Background: an optimization exercise with open tools, aiming at small area, a short achievable clock period and few clock cycles. Do not read the settings as production practice. Where RTL was checked, it was by simulation tests only, not by an equivalence proof against the original. No activity file was given, so power comes from the tool's default toggle rates.

==> v2: inputs <==
Design top, start of the top module:
module top(clk, rst, start, x, y, z, mem_rdata, mem_addr, mem_wdata, mem_wen, done);
clock: 10.0 ns
lec_check: 0
cap_margin: 20
core_margin: 2
core_utilization: 40
slew_margin: 20
synth_hierarchical: 1
run.sh (not shown) runs the stock make flow with config.mk's settings and CLKGATE_MAP_FILE= SYNTH_SCRIPT=/design/flow/synth_recipe.tcl, a recipe that flattens the netlist after the stock synthesis.
==> v30 (differences from v2) <==
--- a/flow/config.mk
+++ b/flow/config.mk
@@ -9,4 +9,6 @@
 export CORE_MARGIN = 2
 export CORE_UTILIZATION = 40
+export CTS_CLUSTER_DIAMETER = 80
+export CTS_CLUSTER_SIZE = 30
 export SLEW_MARGIN = 20
 export SYNTH_HIERARCHICAL = 1
==> qor summary <==
metric	v30	v2
Run status	complete, no violations	complete, no violations
Ratio of cells with drive above 1 in the final layout	2.93%	5.11%
Detailed-routed wire length on met3	12.3 mm	12.2 mm
Gate power share	39.2%	35.3%
Worst EP arrival	4.79 ns	4.78 ns
Power Internal	7.49 mW	8.61 mW
Power of the sequential group	4.98 mW	4.99 mW
Met1 track utilization from global routing	29.0%	29.6%
Slew at the pin closest to its max-slew limit	1.12 ns	1.02 ns
Utilization of the core after routing	44.0%	45.4%
Fill cell total of the finished layout	10600	10500
Net Sw Frac	37.8%	35.5%
Sum of internal, switching and leakage power	12.0 mW	13.3 mW
Routed length on met1	54.8 mm	55.4 mm
Fraction of standard cell area in multi-input logic	53.3%	51.7%
Detailed Route WL	131 mm	133 mm
Ratio of final minimum period to clock period	42.4%	42.4%
Sequential share of power	41.3%	37.4%
Global-route wire length before repair	192 mm	195 mm
Comb. pwr	4.72 mW	4.71 mW
Delay contributed by the slowest stage of the critical path	0.73 ns	0.74 ns
Max frequency	236 MHz	236 MHz
Finished Layout Cells	5063	5162
Testbench counts of v2, summed over its fixed seeds: cycles 6,744.
Testbench counts of v30, summed over its fixed seeds: cycles 6,744.

========
==> try-lagoon: inputs <==
top, a different RTL version from the one above (not shown whole).
make LEC_CHECK=0 CAP_MARGIN=20 CORE_MARGIN=2 CORE_UTILIZATION=40 CTS_CLUSTER_DIAMETER=60 CTS_CLUSTER_SIZE=30 SLEW_MARGIN=20 SYNTH_HIERARCHICAL=1 finish   # period 10.0 ns
==> try-cedar: changes against try-lagoon <==
--- a/flow/design.v
+++ b/flow/design.v
@@ -30,28 +30,28 @@
 input [31:0] mem_rdata;
 output reg [8:0] mem_addr;
 output reg [7:0] mem_wdata;
 output reg mem_wen;
 output reg done;
 reg running;
-reg go;              
 reg fill;            
 reg [3:0] fc;        
 reg [4:0] s;         
 reg [4:0] rho;       
 reg [8:0] iaddr, faddr, waddr;
 reg [7:0] wcnt;      
 reg lastw;
 wire idle = !running && !lastw;
+wire st = idle && start;    
 wire s_end = (s == 5'd16);
 wire fill_end = (fc == 4'd13);
-wire nfill = go || (fill && !fill_end);
-wire [3:0] nfc = go ? 4'd0 : fc + 4'd1;
+wire nfill = st || (fill && !fill_end);
+wire [3:0] nfc = st ? 4'd0 : fc + 4'd1;
 wire [4:0] ns = (fill || s_end) ? 5'd0 : s + 5'd1;
 wire [4:0] nrho = fill ? 5'd3 : (s_end ? rho + 5'd1 : rho);
-wire act = go || running;
+wire act = st || running;
 reg fast, ld_now, ld_next, fl_next;
 reg [3:0] fle;       
 always @(posedge clk) begin
   if (rst) begin
     fast <= 1'b0; ld_now <= 1'b0; ld_next <= 1'b0; fl_next <= 1'b0; fle <= 4'd0;
   end else begin
@@ -5434,17 +5434,16 @@
   if (vp[2]) fq[wp] <= res;
 end
 wire push = vp[2];
 always @(posedge clk) begin
   if (rst) begin
     running <= 1'b0; done <= 1'b0; mem_wen <= 1'b0; vp <= {2{1'b0}};
-    wp <= 2'd0; rp <= 2'd0; cnt <= 3'd0; lastw <= 1'b0; go <= 1'b0;
+    wp <= 2'd0; rp <= 2'd0; cnt <= 3'd0; lastw <= 1'b0;
   end else begin
-    go <= idle && start;
     vp <= {vp, win_v};
-    if (go) running <= 1'b1;
+    if (st) running <= 1'b1;
     if (running) mem_wen <= wr_next;
     if (wr_next && wcnt == 8'd168) lastw <= 1'b1;
     if (running && lastw) begin
       running <= 1'b0; done <= 1'b1;
     end
     cnt <= cnt + {2'd0, push} - {2'd0, wr_next};
@@ -5453,18 +5452,19 @@
   end
 end
 always @(posedge clk) begin
   if (act) begin
     fill <= nfill; fc <= nfc; s <= ns; rho <= nrho;
   end
-  if (go) wcnt <= 8'd0;
+  if (st) wcnt <= 8'd0;
   else if (wr_next) wcnt <= wcnt + 8'd1;
-  if (go || ld_next) iaddr <= iaddr + 9'd4;
+  if (st) iaddr <= x + 9'd4;
+  else if (ld_next) iaddr <= iaddr + 9'd4;
   else if (idle) iaddr <= x;
   if (idle) faddr <= y;
   else if (fl_next) faddr <= faddr + 9'd4;
   if (idle) waddr <= z;
   else if (wr_next) waddr <= waddr + 9'd1;
-  mem_addr <= (go || ld_next) ? iaddr : (fl_next ? faddr : waddr);
+  mem_addr <= st ? x : (ld_next ? iaddr : (fl_next ? faddr : waddr));
   mem_wdata <= fq[rp];
 end
 endmodule
--- a/flow/config.mk
+++ b/flow/config.mk
@@ -5,10 +5,10 @@
 export SDC_FILE = /design/flow/constraint.sdc
 export NUM_CORES = 4
 export LEC_CHECK = 0
 export CAP_MARGIN = 20
 export CORE_MARGIN = 2
 export CORE_UTILIZATION = 40
-export CTS_CLUSTER_DIAMETER = 60
+export CTS_CLUSTER_DIAMETER = 70
 export CTS_CLUSTER_SIZE = 30
 export SLEW_MARGIN = 20
 export SYNTH_HIERARCHICAL = 1
==> try-xenon: changes against try-lagoon <==
--- a/flow/design.v
+++ b/flow/design.v
@@ -30,28 +30,28 @@
 input [31:0] mem_rdata;
 output reg [8:0] mem_addr;
 output reg [7:0] mem_wdata;
 output reg mem_wen;
 output reg done;
 reg running;
-reg go;              
 reg fill;            
 reg [3:0] fc;        
 reg [4:0] s;         
 reg [4:0] rho;       
 reg [8:0] iaddr, faddr, waddr;
 reg [7:0] wcnt;      
 reg lastw;
 wire idle = !running && !lastw;
+wire st = idle && start;    
 wire s_end = (s == 5'd16);
 wire fill_end = (fc == 4'd13);
-wire nfill = go || (fill && !fill_end);
-wire [3:0] nfc = go ? 4'd0 : fc + 4'd1;
+wire nfill = st || (fill && !fill_end);
+wire [3:0] nfc = st ? 4'd0 : fc + 4'd1;
 wire [4:0] ns = (fill || s_end) ? 5'd0 : s + 5'd1;
 wire [4:0] nrho = fill ? 5'd3 : (s_end ? rho + 5'd1 : rho);
-wire act = go || running;
+wire act = st || running;
 reg fast, ld_now, ld_next, fl_next;
 reg [3:0] fle;       
 always @(posedge clk) begin
   if (rst) begin
     fast <= 1'b0; ld_now <= 1'b0; ld_next <= 1'b0; fl_next <= 1'b0; fle <= 4'd0;
   end else begin
@@ -5434,17 +5434,16 @@
   if (vp[2]) fq[wp] <= res;
 end
 wire push = vp[2];
 always @(posedge clk) begin
   if (rst) begin
     running <= 1'b0; done <= 1'b0; mem_wen <= 1'b0; vp <= {2{1'b0}};
-    wp <= 2'd0; rp <= 2'd0; cnt <= 3'd0; lastw <= 1'b0; go <= 1'b0;
+    wp <= 2'd0; rp <= 2'd0; cnt <= 3'd0; lastw <= 1'b0;
   end else begin
-    go <= idle && start;
     vp <= {vp, win_v};
-    if (go) running <= 1'b1;
+    if (st) running <= 1'b1;
     if (running) mem_wen <= wr_next;
     if (wr_next && wcnt == 8'd168) lastw <= 1'b1;
     if (running && lastw) begin
       running <= 1'b0; done <= 1'b1;
     end
     cnt <= cnt + {2'd0, push} - {2'd0, wr_next};
@@ -5453,18 +5452,19 @@
   end
 end
 always @(posedge clk) begin
   if (act) begin
     fill <= nfill; fc <= nfc; s <= ns; rho <= nrho;
   end
-  if (go) wcnt <= 8'd0;
+  if (st) wcnt <= 8'd0;
   else if (wr_next) wcnt <= wcnt + 8'd1;
-  if (go || ld_next) iaddr <= iaddr + 9'd4;
+  if (st) iaddr <= x + 9'd4;
+  else if (ld_next) iaddr <= iaddr + 9'd4;
   else if (idle) iaddr <= x;
   if (idle) faddr <= y;
   else if (fl_next) faddr <= faddr + 9'd4;
   if (idle) waddr <= z;
   else if (wr_next) waddr <= waddr + 9'd1;
-  mem_addr <= (go || ld_next) ? iaddr : (fl_next ? faddr : waddr);
+  mem_addr <= st ? x : (ld_next ? iaddr : (fl_next ? faddr : waddr));
   mem_wdata <= fq[rp];
 end
 endmodule
--- a/flow/config.mk
+++ b/flow/config.mk
@@ -5,10 +5,10 @@
 export SDC_FILE = /design/flow/constraint.sdc
 export NUM_CORES = 4
 export LEC_CHECK = 0
 export CAP_MARGIN = 20
 export CORE_MARGIN = 2
 export CORE_UTILIZATION = 40
-export CTS_CLUSTER_DIAMETER = 60
+export CTS_CLUSTER_DIAMETER = 80
 export CTS_CLUSTER_SIZE = 30
 export SLEW_MARGIN = 20
 export SYNTH_HIERARCHICAL = 1
==> notes.md <==
- try-lagoon ran to the end with no violations. try-xenon finished with timing, DRC and antenna clean. try-cedar finished clean.
- First-iteration DRC count, lowest first: try-cedar, try-xenon, try-lagoon.
- Of try-lagoon and try-cedar, try-cedar has the higher synthesized cell count (gap about 1.4%, measured against try-cedar).
- Core utilization, highest first: try-lagoon, try-cedar, try-xenon.
- Clock power, lowest first: try-xenon, try-cedar, try-lagoon.
- Combinational power is about the same in try-xenon and try-cedar.
- Against try-xenon, the non-clock buffer count of try-lagoon is lower by 1.
- Sequential share of layout area: try-cedar is lower than try-xenon (0.39 points).
- Of try-lagoon and try-cedar, try-lagoon has the higher global-route usage (gap 0.30 points).
- Of try-lagoon and try-cedar, try-cedar has the higher final cell count (gap 0.45%, measured against try-cedar).
Testbench counts of try-lagoon, summed over its fixed seeds: cycles 5,832.
Testbench counts of try-cedar, summed over its fixed seeds: cycles 5,808.
Testbench counts of try-xenon, summed over its fixed seeds: cycles 5,808.

========
==> inputs of v29 <==
top, a different RTL version from the one above (not shown whole).
// top
module top(clk, rst, start, x, y, z, mem_rdata, mem_addr, mem_wdata, mem_wen, done);
Settings: LEC_CHECK=0, CAP_MARGIN=20, CORE_MARGIN=2, CORE_UTILIZATION=40, CTS_CLUSTER_DIAMETER=70, CTS_CLUSTER_SIZE=30, SLEW_MARGIN=20, SYNTH_HIERARCHICAL=1; clock period 10.0 ns.
standard.sh (not shown) runs the stock make flow with config.mk's settings and CLKGATE_MAP_FILE= SYNTH_SCRIPT=/design/flow/synth_recipe.tcl, a recipe that flattens the netlist after the stock synthesis.
==> flow/flow/run.sh <==
#!/bin/bash
set -euo pipefail
export BUFFER_PORTS_ARGS="-buffer_cell sky130_fd_sc_hd__buf_4"
bash standard.sh > standard.log 2>&1
==> v8 (differences from v29) <==
--- a/flow/design.v
+++ b/flow/design.v
@@ -5488,45 +5488,46 @@
   r3224 <= s3185;
   r3225 <= s3150;
   r3226 <= c3186;
   r3227 <= s3222;
   r3228 <= c3223;
 end
 reg [2:1] vp;     
 reg [7:0] fq [0:3];
+reg [1:0] wp, rp;
 reg [2:0] cnt;
 wire wr_next = running && !lastw && !ld_next && !fl_next && (cnt != 3'd0);
 always @(posedge clk) begin
-  if (vp[2]) begin
-    fq[0] <= res; fq[1] <= fq[0]; fq[2] <= fq[1]; fq[3] <= fq[2];
-  end
+  if (vp[2]) fq[wp] <= res;
 end
 wire push = vp[2];
 always @(posedge clk) begin
   if (rst) begin
     running <= 1'b0; done <= 1'b0; mem_wen <= 1'b0; vp <= {2{1'b0}};
-    cnt <= 3'd0; lastw <= 1'b0;
+    wp <= 2'd0; rp <= 2'd0; cnt <= 3'd0; lastw <= 1'b0;
   end else begin
     vp <= {vp, win_v};
     if (st) running <= 1'b1;
     if (running) mem_wen <= wr_next;
     if (wr_next && wcnt == 8'd168) lastw <= 1'b1;
     if (running && lastw) begin
       running <= 1'b0; done <= 1'b1;
     end
     cnt <= cnt + {2'd0, push} - {2'd0, wr_next};
+    if (push) wp <= wp + 2'd1;
+    if (wr_next) rp <= rp + 2'd1;
   end
 end
 always @(posedge clk) begin
   fill <= st || rfill; fc <= st ? 4'd0 : rfc; s <= ns; rho <= nrho;
   if (st) wcnt <= 8'd0;
   else if (wr_next) wcnt <= wcnt + 8'd1;
   if (ld_next) iaddr <= iaddr + 9'd4;
   else if (idle) iaddr <= x;
   if (idle) faddr <= y;
   else if (fl_next) faddr <= faddr + 9'd4;
   if (idle) waddr <= z;
   else if (wr_next) waddr <= waddr + 9'd1;
   mem_addr <= st ? x : (ld_next ? iaddr + 9'd4 : (fl_next ? faddr : waddr));
-  mem_wdata <= fq[cnt[1:0] - 2'd1];
+  mem_wdata <= fq[rp];
 end
 endmodule
==> notes.md <==
outcome timing/DRC/antenna clean; Synth Warn # 9; Clk Latency, worst-skew pair about 690 ps; Worst path depth 8; Required @ worst endpoint about 10,000 ps; vias post-DR 30,915; Placed Cells between 5,000 and 6,000; beginning of the critical path r3166; fin crit share 33.58%; clk pwr approximately 0.0033 W; initial antenna violation count 11
the above is filed under v8

==> notes.md <==
Mapped Nets between 5,000 and 6,000; Clk Latency, worst-skew pair around 750 ps; Required @ worst endpoint between 10,000 and 15,000 ps; beginning of the critical path C[3][4]; initial antenna violation count 14; fin crit share between 30% and 40%; vias post-DR 30,515; Placed Cells roughly 5,800; outcome timing/DRC/antenna clean
the above is filed under v29

Testbench counts of v29, summed over its fixed seeds: cycles 5,808.
Function not checked in v8: the RTL went through the layout flow alone.

========
==> 09-26: inputs <==
top, a different RTL version from the one above (not shown whole).
make LEC_CHECK=0 CAP_MARGIN=20 CORE_MARGIN=2 CORE_UTILIZATION=40 CTS_CLUSTER_DIAMETER=80 CTS_CLUSTER_SIZE=30 SLEW_MARGIN=20 SYNTH_HIERARCHICAL=1 finish   # period 10.0 ns
run.sh (not shown) runs the stock make flow with config.mk's settings and CLKGATE_MAP_FILE= SYNTH_SCRIPT=/design/flow/synth_recipe.tcl, a recipe that flattens the netlist after the stock synthesis.
Stock flow here: none of the scripts above is used.
==> inputs of 05-01, as changes to 09-26 <==
--- a/flow/design.v
+++ b/flow/design.v
@@ -5209,30 +5209,28 @@
   r3004 <= c2966;
   r3005 <= s2967;
   r3006 <= c2968;
   r3007 <= s2998;
   r3008 <= c2999;
   r3009 <= s3000;
   r3010 <= c3001;
 end
-reg [3:1] vp;     
-reg [7:0] rq;
-always @(posedge clk) rq <= res;
+reg [2:1] vp;     
 reg [7:0] fq [0:3];
 reg [1:0] wp, rp;
 reg [2:0] cnt;
 wire wr_next = running && !lastw && !ld_next && !fl_next && (cnt != 3'd0);
 always @(posedge clk) begin
-  if (vp[3]) fq[wp] <= rq;
+  if (vp[2]) fq[wp] <= res;
 end
-wire push = vp[3];
+wire push = vp[2];
 always @(posedge clk) begin
   if (rst) begin
-    running <= 1'b0; done <= 1'b0; mem_wen <= 1'b0; vp <= {3{1'b0}};
+    running <= 1'b0; done <= 1'b0; mem_wen <= 1'b0; vp <= {2{1'b0}};
     wp <= 2'd0; rp <= 2'd0; cnt <= 3'd0; lastw <= 1'b0; go <= 1'b0;
   end else begin
     go <= idle && start;
     vp <= {vp, win_v};
     if (go) running <= 1'b1;
     if (running) mem_wen <= wr_next;
     if (wr_next && wcnt == 8'd168) lastw <= 1'b1;
     if (running && lastw) begin
@@ -5253,14 +5251,12 @@
   if (go) wcnt <= 8'd0;
   else if (wr_next) wcnt <= wcnt + 8'd1;
   if (go || ld_next) iaddr <= iaddr + 9'd4;
   else if (idle) iaddr <= x;
   if (idle) faddr <= y;
   else if (fl_next) faddr <= faddr + 9'd4;
   if (idle) waddr <= z;
   else if (wr_next) waddr <= waddr + 9'd1;
-  if (go || ld_next) mem_addr <= iaddr;
-  else if (fl_next) mem_addr <= faddr;
-  else if (wr_next) mem_addr <= waddr;
-  if (wr_next) mem_wdata <= fq[rp];
+  mem_addr <= (go || ld_next) ? iaddr : (fl_next ? faddr : waddr);
+  mem_wdata <= fq[rp];
 end
 endmodule
- CORE_UTILIZATION: 40 -> 65
==> inputs of 12-13, as changes to 09-26 <==
--- a/flow/design.v
+++ b/flow/design.v
@@ -5209,30 +5209,28 @@
   r3004 <= c2966;
   r3005 <= s2967;
   r3006 <= c2968;
   r3007 <= s2998;
   r3008 <= c2999;
   r3009 <= s3000;
   r3010 <= c3001;
 end
-reg [3:1] vp;     
-reg [7:0] rq;
-always @(posedge clk) rq <= res;
+reg [2:1] vp;     
 reg [7:0] fq [0:3];
 reg [1:0] wp, rp;
 reg [2:0] cnt;
 wire wr_next = running && !lastw && !ld_next && !fl_next && (cnt != 3'd0);
 always @(posedge clk) begin
-  if (vp[3]) fq[wp] <= rq;
+  if (vp[2]) fq[wp] <= res;
 end
-wire push = vp[3];
+wire push = vp[2];
 always @(posedge clk) begin
   if (rst) begin
-    running <= 1'b0; done <= 1'b0; mem_wen <= 1'b0; vp <= {3{1'b0}};
+    running <= 1'b0; done <= 1'b0; mem_wen <= 1'b0; vp <= {2{1'b0}};
     wp <= 2'd0; rp <= 2'd0; cnt <= 3'd0; lastw <= 1'b0; go <= 1'b0;
   end else begin
     go <= idle && start;
     vp <= {vp, win_v};
     if (go) running <= 1'b1;
     if (running) mem_wen <= wr_next;
     if (wr_next && wcnt == 8'd168) lastw <= 1'b1;
     if (running && lastw) begin
@@ -5253,14 +5251,12 @@
   if (go) wcnt <= 8'd0;
   else if (wr_next) wcnt <= wcnt + 8'd1;
   if (go || ld_next) iaddr <= iaddr + 9'd4;
   else if (idle) iaddr <= x;
   if (idle) faddr <= y;
   else if (fl_next) faddr <= faddr + 9'd4;
   if (idle) waddr <= z;
   else if (wr_next) waddr <= waddr + 9'd1;
-  if (go || ld_next) mem_addr <= iaddr;
-  else if (fl_next) mem_addr <= faddr;
-  else if (wr_next) mem_addr <= waddr;
-  if (wr_next) mem_wdata <= fq[rp];
+  mem_addr <= (go || ld_next) ? iaddr : (fl_next ? faddr : waddr);
+  mem_wdata <= fq[rp];
 end
 endmodule
==> flow/flow/run.sh (new file) <==
#!/bin/bash
set -euo pipefail
export BUFFER_PORTS_ARGS="-buffer_cell sky130_fd_sc_hd__buf_4"
bash standard.sh > standard.log 2>&1
==> flow/standard.sh (new file) <==
#!/bin/bash
# synth_recipe.tcl (not shown) runs the flow's synth.tcl, then flattens the netlist and writes it again
# the make line also repeats each setting of config.mk as NAME=value (left out here)
make -C /OpenROAD-flow-scripts/flow DESIGN_CONFIG=/design/flow/config.mk WORK_HOME=/design/flow/orfs CLKGATE_MAP_FILE= SYNTH_SCRIPT=/design/flow/synth_recipe.tcl "${@:-finish}"
removed: flow/run.sh
==> inputs of 08-05, as changes to 09-26 <==
--- a/flow/design.v
+++ b/flow/design.v
@@ -5209,30 +5209,28 @@
   r3004 <= c2966;
   r3005 <= s2967;
   r3006 <= c2968;
   r3007 <= s2998;
   r3008 <= c2999;
   r3009 <= s3000;
   r3010 <= c3001;
 end
-reg [3:1] vp;     
-reg [7:0] rq;
-always @(posedge clk) rq <= res;
+reg [2:1] vp;     
 reg [7:0] fq [0:3];
 reg [1:0] wp, rp;
 reg [2:0] cnt;
 wire wr_next = running && !lastw && !ld_next && !fl_next && (cnt != 3'd0);
 always @(posedge clk) begin
-  if (vp[3]) fq[wp] <= rq;
+  if (vp[2]) fq[wp] <= res;
 end
-wire push = vp[3];
+wire push = vp[2];
 always @(posedge clk) begin
   if (rst) begin
-    running <= 1'b0; done <= 1'b0; mem_wen <= 1'b0; vp <= {3{1'b0}};
+    running <= 1'b0; done <= 1'b0; mem_wen <= 1'b0; vp <= {2{1'b0}};
     wp <= 2'd0; rp <= 2'd0; cnt <= 3'd0; lastw <= 1'b0; go <= 1'b0;
   end else begin
     go <= idle && start;
     vp <= {vp, win_v};
     if (go) running <= 1'b1;
     if (running) mem_wen <= wr_next;
     if (wr_next && wcnt == 8'd168) lastw <= 1'b1;
     if (running && lastw) begin
@@ -5253,14 +5251,12 @@
   if (go) wcnt <= 8'd0;
   else if (wr_next) wcnt <= wcnt + 8'd1;
   if (go || ld_next) iaddr <= iaddr + 9'd4;
   else if (idle) iaddr <= x;
   if (idle) faddr <= y;
   else if (fl_next) faddr <= faddr + 9'd4;
   if (idle) waddr <= z;
   else if (wr_next) waddr <= waddr + 9'd1;
-  if (go || ld_next) mem_addr <= iaddr;
-  else if (fl_next) mem_addr <= faddr;
-  else if (wr_next) mem_addr <= waddr;
-  if (wr_next) mem_wdata <= fq[rp];
+  mem_addr <= (go || ld_next) ? iaddr : (fl_next ? faddr : waddr);
+  mem_wdata <= fq[rp];
 end
 endmodule
==> notes.md <==
| item | 05-01 | 08-05 | 09-26 | 12-13 |
|---|---|---|---|---|
| Worst supply voltage drop on vdd | 221 uV | 145 uV | 149 uV | 157 uV |
| Final period demand of the worst path | 3700 ps | 3590 ps | 3600 ps | 3520 ps |
| Post-synthesis net count | 4357 | 4357 | 4370 | 4357 |
| First-pass GRT wire length | 191000 um | 189000 um | 187000 um | 190000 um |
| Met1 usage in global routing | 48.3% | 31.0% | 29.3% | 30.5% |
| Flop pwr share | 48.2% | 48.4% | 49.2% | 47.9% |
| Simple-gate share of the synthesized area | 15.6% | 15.6% | 15.3% | 15.6% |
| R2R Path Start | F[0][1] | F[2][25] | F[0][25] | F[2][14] |
| Measured slew at the worst slew-check pin | 959 ps | 997 ps | 899 ps | 1090 ps |
| Area growth from synthesis to layout | 7.63% | 9.25% | 9.16% | 9.08% |
| Worst reg2reg setup slack | 6300 ps | 6410 ps | 6460 ps | 6480 ps |
| Number of gates on the worst path with buffers counted | 6 | 6 | 1 | 6 |
| Run status | timing/DRC/antenna clean | timing/DRC/antenna clean | timing/DRC/antenna clean | timing/DRC/antenna clean |
| Met2 WL | 60500 um | 57600 um | 56600 um | 57700 um |
| Mux share of post-synthesis cell area | 1.36% | 1.36% | 1.33% | 1.36% |
| Xor and xnor fraction of the mapped netlist area | 0.747% | 0.747% | 0.817% | 0.747% |
| Global-route met3 utilization | 7.07% | 3.81% | 3.86% | 4.63% |
| Number of clock-tree buffers in the layout | 55 | 53 | 57 | 53 |
| Synthesized area per cell | 13.9 um2 | 13.9 um2 | 14.0 um2 | 13.9 um2 |
| Final period util | 37.0% | 35.9% | 36.0% | 35.2% |
| Combinational power | 0.00246 W | 0.00236 W | 0.00235 W | 0.00237 W |
| Net Sw Frac | 32.9% | 32.5% | 32.4% | 33.3% |
| Non-filler cells in the finished layout | 4458 | 5034 | 5053 | 5042 |
| Most used cell, CP | fa_1 | fa_1 | - | fa_1 |
| Total cell area at the placement stage | 48800 um2 | 49500 um2 | 49900 um2 | 49300 um2 |
Testbench counts of 09-26, summed over its fixed seeds: cycles 6,744.
Testbench counts of 05-01, summed over its fixed seeds: cycles 6,720.
Testbench counts of 12-13, summed over its fixed seeds: cycles 6,720.
Testbench counts of 08-05, summed over its fixed seeds: cycles 6,720.

port drivers added, routing unchanged:
The results above use ideal ports. As a check the final layouts listed here were re-extracted and re-timed, cells and wires unchanged.
Step 1 sets driving cells, clkbuf_16 on the clock port and buf_2 on the other inputs (assumed; they add their load-dependent delay and slew).
Step 2 times the ports against the registers' clock, not the clock port: input delays grow and output delays shrink by t, the midpoint of the rising clock arrivals with the driver on.
Three values: ideal ports, drivers, drivers and shift; two values: the first two.
run | t (ns) | setup WS [ns] | hold slack, ns | slew at the worst register clock pin (ns)
v2 | 0.748 | 5.762 / 5.762 / 5.762 | 0.309 / 0.309 / 0.309 | 0.07 / 0.07
v30 | 0.742 | 5.763 / 5.763 / 5.763 | 0.318 / 0.318 / 0.318 | 0.12 / 0.12
try-lagoon | 0.756 | 6.388 / 6.363 / 6.352 | 0.327 / 0.327 / 0.327 | 0.10 / 0.10
try-cedar | 0.736 | 6.273 / 6.273 / 6.196 | 0.329 / 0.329 / 0.329 | 0.11 / 0.11
try-xenon | 0.777 | 6.249 / 6.249 / 6.186 | 0.337 / 0.337 / 0.337 | 0.12 / 0.12
v29 | 0.796 | 6.623 / 6.623 / 6.623 | 0.332 / 0.332 / 0.332 | 0.11 / 0.11
v8 | 0.750 | 6.642 / 6.642 / 6.642 | 0.332 / 0.332 / 0.332 | 0.11 / 0.11
09-26 | 0.731 | 6.397 / 6.323 / 6.457 | 0.315 / 0.315 / 0.315 | 0.12 / 0.12
05-01 | 0.696 | 6.296 / 6.296 / 6.296 | 0.323 / 0.323 / 0.323 | 0.11 / 0.11
12-13 | 0.749 | 6.482 / 6.482 / 6.482 | 0.316 / 0.316 / 0.316 | 0.12 / 0.12
08-05 | 0.732 | 6.409 / 6.358 / 6.409 | 0.307 / 0.307 / 0.307 | 0.12 / 0.12
After both steps setup and hold are still met in every run listed. The setup slack of try-cedar, which loses most, moves by 0.000 ns with the drivers and by -0.077 ns with both steps.
